Source: an optimization exercise on an open RTL-to-GDS flow (aim: small area). Production flows keep margins and buffers that such runs may drop. Only simulation tests tie the RTL to the original design; equivalence was not proved. Power and IR drop assume default switching activity.

## flow/config.mk

```make
export PLATFORM = sky130hd
export DESIGN_NAME = adxl_config
export DESIGN_NICKNAME = adxl_config
export VERILOG_FILES = /design/flow/design.v
export SDC_FILE = /design/flow/constraint.sdc
export NUM_CORES = 4
export LEC_CHECK = 0
export CAP_MARGIN = 20
export CORE_MARGIN = 2
export CORE_UTILIZATION = 40
export SLEW_MARGIN = 20
```

## flow/constraint.sdc

```tcl
create_clock -name core_clock -period 10.0 [get_ports {i_clk}]
set_input_delay 2.0000 -clock core_clock [delete_from_list [all_inputs] [get_ports {i_clk}]]
set_output_delay 2.0000 -clock core_clock [all_outputs]
set_load 0.01 [all_outputs]
```

## flow/design.v

```verilog
`timescale 1ns / 1ps
module scaler(
	input i_clk, i_rst,
	input [15:0] i_xdata, i_ydata, i_zdata,
	output reg [23:0] o_xdata_scaled, o_ydata_scaled, o_zdata_scaled
	);
    localparam [19:0] SCALER = 20'b0000_0000_0100_0001_1001;           
    localparam [15:0] X_OFFS = 16'hffd8;
    localparam [15:0] Y_OFFS = 16'h0000;
    localparam [15:0] Z_OFFS = 16'hfcf0;
	reg [15:0] r_xdata_abs, r_ydata_abs, r_zdata_abs;
	wire signed [15:0] w_zdata_offs_corrected, w_ydata_offs_corrected, w_xdata_offs_corrected;
	assign w_zdata_offs_corrected = i_zdata - Z_OFFS;
	assign w_ydata_offs_corrected = i_ydata - Y_OFFS;
	assign w_xdata_offs_corrected = i_xdata - X_OFFS;
	always @(posedge i_clk) begin
		if(i_rst) begin
			r_xdata_abs <= 0;
			r_ydata_abs <= 0;
			r_zdata_abs <= 0;
		end
		else begin
			if(w_xdata_offs_corrected < 0) begin
				r_xdata_abs <= w_xdata_offs_corrected * (-1);
			end
			else begin
				r_xdata_abs <= w_xdata_offs_corrected;
			end
			if(w_ydata_offs_corrected < 0) begin
				r_ydata_abs <= w_ydata_offs_corrected * (-1);
			end
			else begin
				r_ydata_abs <= w_ydata_offs_corrected;
			end	
			if(w_zdata_offs_corrected < 0) begin
				r_zdata_abs <= w_zdata_offs_corrected * (-1);
			end
			else begin
				r_zdata_abs <= w_zdata_offs_corrected;
			end		
		end
	end
	always @(posedge i_clk) begin
		if(i_rst) begin
			o_xdata_scaled <= 0;
			o_ydata_scaled <= 0;
			o_zdata_scaled <= 0;
		end
		else begin
			o_xdata_scaled <= (r_xdata_abs) * SCALER;
			o_ydata_scaled <= (r_ydata_abs) * SCALER;
			o_zdata_scaled <= (r_zdata_abs) * SCALER;		
		end
	end
endmodule
`timescale 1ns / 1ps
module pga #(parameter PGA_THRESHOLD = 24'h100000)(
	input i_clk, i_rst, i_accept,
	input [23:0] i_xdata_scaled, i_ydata_scaled, i_zdata_scaled,
	output o_pga_alarm
	);
	reg r_pga_alarm;
	assign o_pga_alarm = r_pga_alarm;
	always @(posedge i_clk) begin
		if(i_rst) begin
			r_pga_alarm <= 0;
		end
		else if((i_xdata_scaled > PGA_THRESHOLD) | (i_ydata_scaled > PGA_THRESHOLD) | (i_zdata_scaled > PGA_THRESHOLD)) begin
			r_pga_alarm <= 1;
		end
		else begin
			r_pga_alarm <= 0;
		end
	end
endmodule
`timescale 1ns / 1ps
module cav #(parameter CAV_THRESHOLD = 56'h0001_0000000000, RECORD_TIME = 50, TICK_HALF = 50000)(
	input i_clk, i_rst, i_accept,
	input [23:0] i_xdata_scaled, i_ydata_scaled, i_zdata_scaled,
	output o_cav_alarm
	);
	localparam TIMESCALE = 20'b0000_0000_0100_0001_1001; 
	reg r_cav_alarm;
	reg [$clog2(100000)-1 : 0] r_clk_cnt;
	reg [35:0] r_xdata_acc, r_ydata_acc, r_zdata_acc;
	reg [55:0] r_xdata_intg, r_ydata_intg, r_zdata_intg;
	wire w_tick_1k;
	assign o_cav_alarm = r_cav_alarm;
	clk_1k #(.HALF(TICK_HALF)) du0(i_clk, i_rst, w_tick_1k);
	always @(posedge i_clk) begin
		if(i_rst) begin
			r_xdata_intg <= 0;
			r_ydata_intg <= 0;
			r_zdata_intg <= 0;
			r_cav_alarm <= 0;
		end
		else begin
			r_xdata_intg <= r_xdata_acc * TIMESCALE;
			r_ydata_intg <= r_ydata_acc * TIMESCALE;
			r_zdata_intg <= r_zdata_acc * TIMESCALE;	
			if((r_xdata_intg > CAV_THRESHOLD) | (r_ydata_intg > CAV_THRESHOLD) | (r_zdata_intg > CAV_THRESHOLD)) begin
				r_cav_alarm <= 1;
			end
			else begin
				r_cav_alarm <= 0;
			end
		end
	end
	always @(posedge i_clk) begin
		if(i_rst) begin
			r_xdata_acc <= 0;
			r_ydata_acc <= 0;
			r_zdata_acc <= 0;
			r_clk_cnt <= 0;
		end
		else if(w_tick_1k) begin
			if((r_clk_cnt < (RECORD_TIME*1000))) begin             
				r_xdata_acc <= r_xdata_acc + i_xdata_scaled;
				r_ydata_acc <= r_ydata_acc + i_ydata_scaled;
				r_zdata_acc <= r_zdata_acc + i_zdata_scaled;
				r_clk_cnt <= r_clk_cnt + 1;			
			end
			else begin
				r_xdata_acc <= 0;
				r_ydata_acc <= 0;
				r_zdata_acc <= 0;
				r_clk_cnt <= 0;				
			end
		end
	end
endmodule	
`timescale 1ns / 1ps
module wbcav #(parameter WBCAV_THRESHOLD = 56'h0001_0000000000, WINDOW_SIZE = 16, WINDOW_THRESHOLD = 20'h06666, TICK_HALF = 50000)  
	(
	input i_clk, i_rst, i_accept,
	input [23:0] i_xdata_scaled, i_ydata_scaled, i_zdata_scaled,
	output o_wbcav_alarm
	);
	localparam TIMESCALE = 20'b0000_0000_0100_0001_1001;
	localparam RECORD_TIME = 1;                            
	reg r_wbcav_alarm, r_x_win_valid, r_y_win_valid, r_z_win_valid;
	reg [$clog2(1000)-1 : 0] r_clk_cnt;
	reg [35:0] r_xdata_acc_1, r_ydata_acc_1, r_zdata_acc_1;
	reg [35:0] r_xdata_acc [WINDOW_SIZE-1 : 0], r_ydata_acc [WINDOW_SIZE-1 : 0], r_zdata_acc [WINDOW_SIZE-1 : 0];
	reg [35:0] r_xdata_win_sum, r_ydata_win_sum, r_zdata_win_sum;  
	reg [55:0] r_xdata_intg, r_ydata_intg, r_zdata_intg;
	wire w_tick_1k;
	integer i;
	assign o_wbcav_alarm = r_wbcav_alarm;
	clk_1k #(.HALF(TICK_HALF)) du1(i_clk, i_rst, w_tick_1k);
	always @(posedge i_clk) begin
		if(i_rst) begin
			r_xdata_win_sum <= 0;
			r_ydata_win_sum <= 0;
			r_zdata_win_sum <= 0;
			r_xdata_intg <= 0;
			r_ydata_intg <= 0;
			r_zdata_intg <= 0;
			r_wbcav_alarm <= 0;
		end
		else begin
			r_xdata_win_sum <= r_xdata_acc[0] + r_xdata_acc[1] + r_xdata_acc[2] + r_xdata_acc[3] + r_xdata_acc[4] + r_xdata_acc[5] + r_xdata_acc[6] + r_xdata_acc[7] + r_xdata_acc[8] + r_xdata_acc[9] + r_xdata_acc[10] + r_xdata_acc[11] + r_xdata_acc[12] + r_xdata_acc[13] + r_xdata_acc[14] + r_xdata_acc[15];
			r_ydata_win_sum <= r_ydata_acc[0] + r_ydata_acc[1] + r_ydata_acc[2] + r_ydata_acc[3] + r_ydata_acc[4] + r_ydata_acc[5] + r_ydata_acc[6] + r_ydata_acc[7] + r_ydata_acc[8] + r_ydata_acc[9] + r_ydata_acc[10] + r_ydata_acc[11] + r_ydata_acc[12] + r_ydata_acc[13] + r_ydata_acc[14] + r_ydata_acc[15];
			r_zdata_win_sum <= r_zdata_acc[0] + r_zdata_acc[1] + r_zdata_acc[2] + r_zdata_acc[3] + r_zdata_acc[4] + r_zdata_acc[5] + r_zdata_acc[6] + r_zdata_acc[7] + r_zdata_acc[8] + r_zdata_acc[9] + r_zdata_acc[10] + r_zdata_acc[11] + r_zdata_acc[12] + r_zdata_acc[13] + r_zdata_acc[14] + r_zdata_acc[15];
			r_xdata_intg <= r_xdata_win_sum * TIMESCALE;
			r_ydata_intg <= r_ydata_win_sum * TIMESCALE;
			r_zdata_intg <= r_zdata_win_sum * TIMESCALE;
			if((r_xdata_intg > WBCAV_THRESHOLD) | (r_ydata_intg > WBCAV_THRESHOLD) | (r_zdata_intg > WBCAV_THRESHOLD)) begin
				r_wbcav_alarm <= 1;
			end
			else begin
				r_wbcav_alarm <= 0;
			end
		end
	end
	always @(posedge i_clk) begin
		if(i_rst) begin
			r_xdata_acc_1 <= 0;
			r_ydata_acc_1 <= 0;
			r_zdata_acc_1 <= 0;
			r_clk_cnt <= 0;
			r_x_win_valid <= 0;
			r_y_win_valid <= 0;
			r_z_win_valid <= 0;
			for(i = 0; i < WINDOW_SIZE; i = i + 1) begin
				r_xdata_acc[i] <= 0;
				r_ydata_acc[i] <= 0;
				r_zdata_acc[i] <= 0;
			end
		end
		else if(w_tick_1k) begin
			if(r_clk_cnt < (RECORD_TIME*1000)) begin
				r_xdata_acc_1 <= r_xdata_acc_1 + i_xdata_scaled;
				r_ydata_acc_1 <= r_ydata_acc_1 + i_ydata_scaled;
				r_zdata_acc_1 <= r_zdata_acc_1 + i_zdata_scaled;
				r_clk_cnt <= r_clk_cnt + 1;
				if (i_xdata_scaled > WINDOW_THRESHOLD) begin
					r_x_win_valid <= 1;
				end
				else begin
					r_x_win_valid <= r_x_win_valid;
				end
				if (i_ydata_scaled > WINDOW_THRESHOLD) begin
					r_y_win_valid <= 1;
				end
				else begin
					r_y_win_valid <= r_y_win_valid;
				end
				if (i_zdata_scaled > WINDOW_THRESHOLD) begin
					r_z_win_valid <= 1;
				end
				else begin
					r_z_win_valid <= r_z_win_valid;
				end
			end
			else begin
				r_xdata_acc_1 <= 0;
				r_ydata_acc_1 <= 0;
				r_zdata_acc_1 <= 0;
				r_clk_cnt <= 0;
				if(r_x_win_valid) begin
					for(i = 1; i < WINDOW_SIZE; i = i + 1) begin
						r_xdata_acc[i] <= r_xdata_acc[i-1];
					end
					r_xdata_acc[0] <= r_xdata_acc_1;
					r_x_win_valid <= 0;				
				end
				else begin
					for(i = 1; i < WINDOW_SIZE; i = i + 1) begin
						r_xdata_acc[i] <= r_xdata_acc[i-1];
					end
					r_xdata_acc[0] <= 0;
				end
				if(r_y_win_valid) begin
					for(i = 1; i < WINDOW_SIZE; i = i + 1) begin
						r_ydata_acc[i] <= r_ydata_acc[i-1];
					end
					r_ydata_acc[0] <= r_ydata_acc_1;
					r_y_win_valid <= 0;				
				end
				else begin
					for(i = 1; i < WINDOW_SIZE; i = i + 1) begin
						r_ydata_acc[i] <= r_ydata_acc[i-1];
					end
					r_ydata_acc[0] <= 0;
				end
				if(r_z_win_valid) begin
					for(i = 1; i < WINDOW_SIZE; i = i + 1) begin
						r_zdata_acc[i] <= r_zdata_acc[i-1];
					end
					r_zdata_acc[0] <= r_zdata_acc_1;
					r_z_win_valid <= 0;				
				end
				else begin
					for(i = 1; i < WINDOW_SIZE; i = i + 1) begin
						r_zdata_acc[i] <= r_zdata_acc[i-1];
					end
					r_zdata_acc[0] <= 0;
				end
			end
		end
	end
endmodule
module clk_1k #(parameter HALF = 50000)(
    input i_clk, i_rst,
    output o_tick
    );
    reg [$clog2(50000)-1 : 0] cnt;
    reg r_clk;
    assign o_tick = (cnt == HALF-1) & ~r_clk;
    always @(posedge i_clk) begin
            if(i_rst) begin
                r_clk <= 0;
                cnt <= 0;
            end
            else if(cnt == HALF-1) begin
                r_clk <= ~r_clk;
                cnt <= 0;
            end
            else begin
                cnt <= cnt + 1;
                r_clk <= r_clk;
            end          
    end
endmodule
`timescale 1ns / 1ps
module adxl_config #(parameter SCLK_HALF = 2, TICK_HALF = 100)(
	input i_clk, i_rst, i_miso, i_start_config, i_accept,
	input [1:0] i_sel,
	output o_mosi, o_sclk, o_cs_n, o_alarm_pga, o_alarm_wbcav, o_alarm_cav, 
	output reg [23:0] o_leds
	);
	localparam [7:0] WR_CMD = 8'h0A;
	localparam [7:0] WR_ADDR = 8'h20;
	localparam [7:0] THRESH_ACT_L = 8'h00;
	localparam [7:0] THRESH_ACT_H = 8'h00;
	localparam [7:0] TIME_ACT = 8'h00;
	localparam [7:0] THRESH_INACT_L = 8'h00;
	localparam [7:0] THRESH_INACT_H = 8'h00;
	localparam [7:0] TIME_INACT_L = 8'h00;
	localparam [7:0] TIME_INACT_H = 8'h00;
	localparam [7:0] ACT_INACT_CTL = 8'h00;
	localparam [7:0] FIFO_CONTROL = 8'h00;
	localparam [7:0] FIFO_SAMPLES = 8'h80;
	localparam [7:0] INTMAP1 = 8'h00;
	localparam [7:0] INTMAP2 = 8'h00;
	localparam [7:0] FILTER_CTL = 8'h17;
	localparam [7:0] POWER_CTL = 8'h22;
	localparam [7:0] RD_CMD = 8'h0B;
	localparam [7:0] RD_ADDR = 8'h0E;
	localparam [127:0] WR_DATA_TOTAL = {WR_CMD, WR_ADDR, THRESH_ACT_L, 
	                                    THRESH_ACT_H, TIME_ACT, 
                                        THRESH_INACT_L, THRESH_INACT_H, 
                                        TIME_INACT_L, TIME_INACT_H, 
                                        ACT_INACT_CTL, FIFO_CONTROL, 
                                        FIFO_SAMPLES, INTMAP1, INTMAP2,
                                        FILTER_CTL, POWER_CTL};                                        
	localparam [15:0] RD_DATA_TOTAL = {RD_CMD, RD_ADDR};
	localparam CFG_CNT = 256*SCLK_HALF + 1;
	localparam RD_IDLE = 20*SCLK_HALF;
	localparam RD_END  = 180*SCLK_HALF;
	reg r_cs_n, r_mosi, r_config_comp, r_rd_cycle_fin;
	reg [$clog2(100000)-1 : 0] r_clk_cnt, r_clk_cnt_1;
	reg [$clog2(1000)-1 : 0] r_neged_cnt;
	reg [$clog2(1000)-1 : 0] r_posed_cnt;
	reg [15:0] r_xdata, r_ydata, r_zdata;
	reg [0:79] r_mem;
	wire w_sclk, w_sclk_rise, w_sclk_fall;
	wire [23:0] w_xdata_scaled, w_ydata_scaled, w_zdata_scaled;
	assign o_cs_n = r_cs_n;
	assign o_mosi = r_mosi;
	assign o_sclk = w_sclk;
	spi_clk #(.HALF(SCLK_HALF)) du0(i_clk, i_rst, r_cs_n, w_sclk, w_sclk_rise, w_sclk_fall);
	scaler 	du1(i_clk, i_rst, r_xdata, r_ydata, r_zdata, w_xdata_scaled, w_ydata_scaled, w_zdata_scaled);
	pga 	du3(i_clk, i_rst, i_accept, w_xdata_scaled, w_ydata_scaled, w_zdata_scaled, o_alarm_pga);
	wbcav #(.TICK_HALF(TICK_HALF)) du4(i_clk, i_rst, i_accept, w_xdata_scaled, w_ydata_scaled, w_zdata_scaled, o_alarm_wbcav);
	cav   #(.TICK_HALF(TICK_HALF)) du5(i_clk, i_rst, i_accept, w_xdata_scaled, w_ydata_scaled, w_zdata_scaled, o_alarm_cav);
    always @(*) begin
        case(i_sel)
            2'b00: o_leds = w_xdata_scaled;
            2'b01: o_leds = w_ydata_scaled;
            2'b10: o_leds = w_zdata_scaled;
            default: o_leds = 24'hF0F0F0;
        endcase
    end
	always @(posedge i_clk) begin
		if(i_rst) begin
			r_cs_n <= 1;
			r_config_comp <= 0;
			r_clk_cnt <= 0;
			r_clk_cnt_1 <= 0;
			r_xdata <= 0;
			r_ydata <= 0;
			r_zdata <= 0;
		end
		else begin
			if(i_start_config) begin
				if((r_clk_cnt < CFG_CNT) & ~(r_config_comp)) begin              
					r_cs_n <= 0;
					r_clk_cnt <= r_clk_cnt + 1;
				end
				else begin
				    r_config_comp <= 1;
				    if(r_clk_cnt_1 < RD_IDLE) begin
				        r_clk_cnt_1 <= r_clk_cnt_1 + 1;
					    r_cs_n <= 1;
					end
					else if(r_clk_cnt_1 < RD_END) begin
					    r_cs_n <= 0;
					    r_clk_cnt_1 <= r_clk_cnt_1 + 1;
					end
					else begin
					    r_cs_n <= 1;
					    r_clk_cnt_1 <= 0;
					end				
				end				
			end
			else begin
	            r_cs_n <= 1;
			end
			if(r_rd_cycle_fin) begin
		       r_xdata <= {r_mem[24:31], r_mem[16:23]};
		       r_ydata <= {r_mem[40:47], r_mem[32:39]};
		       r_zdata <= {r_mem[56:63], r_mem[48:55]};
		    end
		    else begin
		       r_xdata <= r_xdata;
		       r_ydata <= r_ydata;
		       r_zdata <= r_zdata;	       
		    end
		end
	end
	always @(posedge i_clk) begin
	   if(~i_rst & w_sclk_rise & r_config_comp & (r_posed_cnt < 79)) begin
	       r_mem[r_posed_cnt] <= i_miso;
	   end
	end
	always @(posedge i_clk) begin
	   if(i_rst) begin
	       r_posed_cnt <= 0;
	       r_rd_cycle_fin <= 0;
	   end
	   else if(w_sclk_rise) begin
		   if(r_config_comp) begin	       
		       if(r_posed_cnt < 79) begin
		           r_posed_cnt <= r_posed_cnt + 1;
		           r_rd_cycle_fin <= 0;
		       end
		       else begin
		           r_posed_cnt <= 0;
		           r_rd_cycle_fin <= 1;
		       end
		   end
		   else begin
		       r_posed_cnt <= 0;
		       r_rd_cycle_fin <= 0;
		   end
	   end
	end
	always @(posedge i_clk) begin
		if(i_rst) begin
			r_mosi <= WR_DATA_TOTAL[127];
			r_neged_cnt <= 0;
		end
		else if(w_sclk_fall) begin
			if(~r_config_comp) begin
				if(r_neged_cnt < 127) begin
					r_mosi <= WR_DATA_TOTAL[126-r_neged_cnt];
					r_neged_cnt <= r_neged_cnt + 1;
				end
				else begin
					r_mosi <= RD_DATA_TOTAL[15];
					r_neged_cnt <= 0;
				end
			end
			else begin
	            if(r_neged_cnt < 15) begin
	                r_mosi <= RD_DATA_TOTAL[14-r_neged_cnt];
	                r_neged_cnt <= r_neged_cnt + 1;
	            end
	            else if(r_neged_cnt < 79) begin
	                r_mosi <= 0;
	                r_neged_cnt <= r_neged_cnt + 1;
	            end
	            else begin
	                r_neged_cnt <= 0;
	            end
			end
		end
	end
endmodule
module spi_clk #(parameter HALF = 50)(
	input i_clk, input i_rst, input i_cs_n, 
	output o_sclk, output o_rise, output o_fall
	);
	reg r_sclk;
	reg [$clog2(50)-1 : 0]r_clk_cnt;
	assign o_sclk = r_sclk;
	assign o_rise = ~i_cs_n & (r_clk_cnt == HALF-1) & ~r_sclk;
	assign o_fall = r_sclk & (i_cs_n | (r_clk_cnt == HALF-1));
	always @(posedge i_clk) begin
		if(i_rst) begin
			r_sclk <= 0;
			r_clk_cnt <= 0;
		end
		else if(~i_cs_n) begin
			if(r_clk_cnt == HALF-1) begin
				r_clk_cnt <= 0;
				r_sclk <= ~r_sclk;
			end
			else begin
				r_clk_cnt <= r_clk_cnt + 1;
			end
		end
		else begin
			r_sclk <= 0;
			r_clk_cnt <= 0;
		end
	end
endmodule
```

## flow/run.sh

```bash
#!/bin/bash
# synth_recipe.tcl (not shown) runs the flow's synth.tcl, then flattens the netlist and writes it again
# the make line also repeats each setting of config.mk as NAME=value (left out here)
make -C /OpenROAD-flow-scripts/flow DESIGN_CONFIG=/design/flow/config.mk WORK_HOME=/design/flow/orfs CLKGATE_MAP_FILE= SYNTH_SCRIPT=/design/flow/synth_recipe.tcl finish
```

==> flow_metrics.py <==
metrics = {
    "floorplan": {
        "rows": 242,
        "die_x_um": 664,
        "core_um2": 434000,
        "initial_core_util": 0.402,
        "die_area_um2": 441000,
        "fp.dieH_um": 664,
        "io_pins": 37,
    },
    "timing": {
        "hold_viol": 0,
        "hold_ws_ns": 0.408,
        "clock.fmax_ghz": 0.128,
        "rsz0062_at_grt": "no",
        "finClkSkew_ns": 0.0823,
        "worstMarginPinSlew_ns": 1.32,
        "period_share": 0.782,
        "slew_headroom": 0.121,
        "fin_ws_ns": 2.18,
        "setup_viol": 0,
        "final.setup.tns_ns": 0,
        "fin_crit_ns": 7.82,
        "slew_violations": 0,
    },
    "clocking": {
        "cts_tree": "built",
        "clock_sink_count": 2682,
        "cts-resized-gates": 0,
        "cts_hold_buf": 0,
        "h-tree-depth": 5,
        "clk_pin_slew_ns": 0.06,
        "cts_buffers": 319,
        "clock-root-buffer": "clkbuf_16",
        "post-cts-setup-buffers": 0,
        "cts_buffer_depth": 4,
        "clock_latency_ns": 0.94,
    },
    "global_routing": {
        "grt_pass1_vias": 121000,
        "grt-ovfl-total": 0,
        "track_usage": 0.176,
        "antenna_found_initial": 14,
        "grt_pass1_wl_um": 643000,
        "grt_max_degree": 229,
    },
    "final_layout": {
        "mostFrequentLayoutCells": "nand2_1 (3,741), dfxtp_1 (2,633), inv_1 (2,236), a21oi_1 (2,048), fa_1 (1,872)",
        "drive_gt1_frac": 0.0390,
        "final_common_cell": "nand2_1",
        "seq_area_um2": 54200,
        "fillCellCount": 42200,
        "multi_input_area_um2": 109000,
        "syn_to_final_growth_pct": 9.47,
        "finalNetCount": 22300,
    },
    "synth": {
        "synth-edff-count": 48,
        "syn_area_um2": 174000,
        "synthMuxAreaShare": 0.00780,
        "synth_compound_area_frac": 0.111,
        "synth_top_family_by_area": "adder cells",
        "ys_ff_latch": 2682,
        "netlist_top_cells_area": "dfxtp_1 (30%), fa_1 (21%), ha_1 (12%)",
        "synth_cells": 19100,
        "synth_area_leader_cell": "dfxtp_1",
        "synthXorXnorAreaFrac": 0.0361,
        "synth_adder_area_share": 0.333,
        "synth-simple-area-share": 0.135,
        "ys_seq_area_frac": 0.311,
        "async_flop_share": 0,
        "synthesis.nets": 22600,
        "ys_warn_count": 10,
        "synth_top_area_frac": 0.302,
        "yosysUniqueCellTypes": 99,
        "syn_area_per_cell_um2": 9.15,
        "synthFlopType": "dfxtp_1",
    },
    "min_path": {
        "min_path_type": "reg2reg",
        "min_from": "du4.r_xdata_acc[1][12]",
        "whs_path_depth": 2,
        "hold_end": "du4.r_xdata_acc[2][12]",
    },
    "detailed_routing": {
        "viasPerCell": 4.95,
        "routedWlPerCell_um": 15.6,
        "ant_nets": 0,
        "vias": 123000,
        "firstDrtPassIters": 6,
        "drt_iter0_markers": 8018,
        "routed_wl_um": 387000,
        "drc": 0,
    },
    "critical_path": {
        "cp_data_arrival_time_ns": 8.59,
        "r2r_start": "du4.r_zdata_acc[3][10]",
        "path_max_fanout": 5,
        "r2r_end": "du4.r_zdata_win_sum[31]",
        "cp-startpoint": "du4.r_zdata_acc[3][10]",
        "r2r_slack_ns": 2.18,
        "end_kind": "flip-flop",
        "path_class": "reg2reg",
        "cp.required_ns": 10.78,
        "startpoint_type": "flip-flop",
        "rr_worst_depth": 22,
    },
    "job": {
        "max-cap-violations": 0,
    },
    "placement": {
        "port-buffer-count": 35,
        "hpwl_um": 282000,
        "dp_slack_ns": 2.32,
        "place.gp.congestion": 0.861,
    },
    "pwr": {
        "pwr_density_cell_nw_per_um2": 122,
        "power_leakage_uw": 0.0815,
        "ir_drop_mv": 0.121,
    },
    "run_status": {
        "status": "timing/DRC/antenna clean",
    },
}
[synthesized netlist by cell type (all sizes together), types with 31 or more instances]
library cell     n
a211oi          72
a21o           232
a21oi         2049
a22o            31
a22oi           66
a31oi           59
and2            44
and3            89
buf            205
clkbuf         538
dfxtp         2634
edfxtp          48
fa            1872
ha            1648
inv           2238
mux2            63
mux2i           65
nand2         3744
nand2b          69
nand3          183
nand4           73
nor2           952
nor2b          136
nor3           135
nor4           106
o21a            66
o21ai          421
o21bai          64
o31ai           34
or3             60
xnor2          369
xor2           350
[layout make-up]
| type | instances | share of cell area |
|---|---|---|
| sequential | 2682 | 0.284 |
| timing repair buffer | 121 | 0.00640 |
| multi-input combinational | 13400 | 0.570 |
| clock inverter | 125 | 0.00849 |
| inverter | 2238 | 0.0440 |
| antenna | 14 | 0.000184 |
| clock buffer | 452 | 0.0496 |
| tap | 5734 | 0.0376 |
[report_power, final]
part	internal [µW]	switching (µW)
registers	10700	24.9
clock network	7340	4860
logic	63.1	250
total	18100	5140
[cells by family (layout without fill, tap and decap cells)]
| kind of cell | after synthesis | in the layout |
|---|---|---|
| and+or+nand+nor | 5685 | 5685 |
| other | 0 | 14 |
| adders and majority gates | 3520 | 3520 |
| xor gates and xnor gates | 719 | 719 |
| DFF | 2682 | 2682 |
| AOI/OAI and AO/OA | 3341 | 3341 |
| muxes | 128 | 128 |
| buffers and inverters | 2981 | 2936 |
[stage by stage]
| step | cells | util | area, µm² | power [µW] |
|---|---|---|---|---|
| after global placement | 24200 | 0.414 | 180000 | 11300 |
| after global routing | 24700 | 0.439 | 191000 | 24100 |
| after floorplan | 19100 | - | 174000 | 11200 |
| after CTS | 24700 | 0.439 | 191000 | 23600 |
| final | 24800 | 0.440 | 191000 | 23300 |
| after detailed placement | 24200 | 0.414 | 180000 | 11300 |
[sequential cells by signal, indices dropped and copies added (netlist names), 48 cells and up]
signal / cells
du4.r_xdata_acc: 576
du4.r_zdata_acc: 576
du4.r_ydata_acc: 576
r_mem: 48
[metal layers]
metal,GRT usage,vias up,part of all wire
li1,-,61100,-
met1,0.255,59100,0.49
met2,0.279,1843,0.45
met3,0.0252,491,0.045
met4,0.0357,8,0.021
met5,0,-,0.00015
[critical path, cell delays in order (launching register included)]
cell and delay, ns:
dfxtp_1 0.36, inv_1 0.07, fa_1 0.53, inv_1 0.06
fa_1 0.50, fa_1 0.52, inv_1 0.06, fa_1 0.55
fa_1 0.43, fa_1 0.51, inv_1 0.06, ha_1 0.34
a21oi_1 0.27, o211ai_1 0.14, a211oi_1 0.74, o41ai_2 0.32
a2111oi_1 0.97, o31a_1 0.37, o21ai_1 0.17, a41o_1 0.29
a21oi_1 0.18, xor2_1 0.16, nor2_1 0.05
[how the worst max path moves through the flow]
stage | slack (ns) | to
global route | 1.84 | du4.r_zdata_win_sum[31]
CTS | 2.27 | du4.r_zdata_win_sum[31]
floorplan | 3.68 | du4.r_zdata_win_sum[34]
finish | 2.18 | du4.r_zdata_win_sum[31]
detailed placement | 2.32 | du4.r_zdata_win_sum[31]
global placement | 2.24 | du4.r_zdata_win_sum[31]

-- afterwards: timing with drivers on the ports --
The flow's constraints put no driver on any port. The routed layout listed below was extracted and timed again, unchanged, in two steps.
Step 1 assumes that a clkbuf_16 drives the clock port and a buf_2 every other input.
Step 2 also shifts input and output timing later by t, the mid clock arrival at the registers, as if the neighbouring blocks saw the same clock.
a / b / c = ideal ports / drivers / drivers and shift; a / b = the first two.
t (ns): 1.011
setup WS [ns]: 2.183 / 2.183 / 2.183
slew at the worst register clock pin (ns): 0.06 / 0.06
After both steps this run still meets setup and hold. For this run, drivers alone change the setup slack by 0.000 ns; drivers and shift together by 0.000 ns.
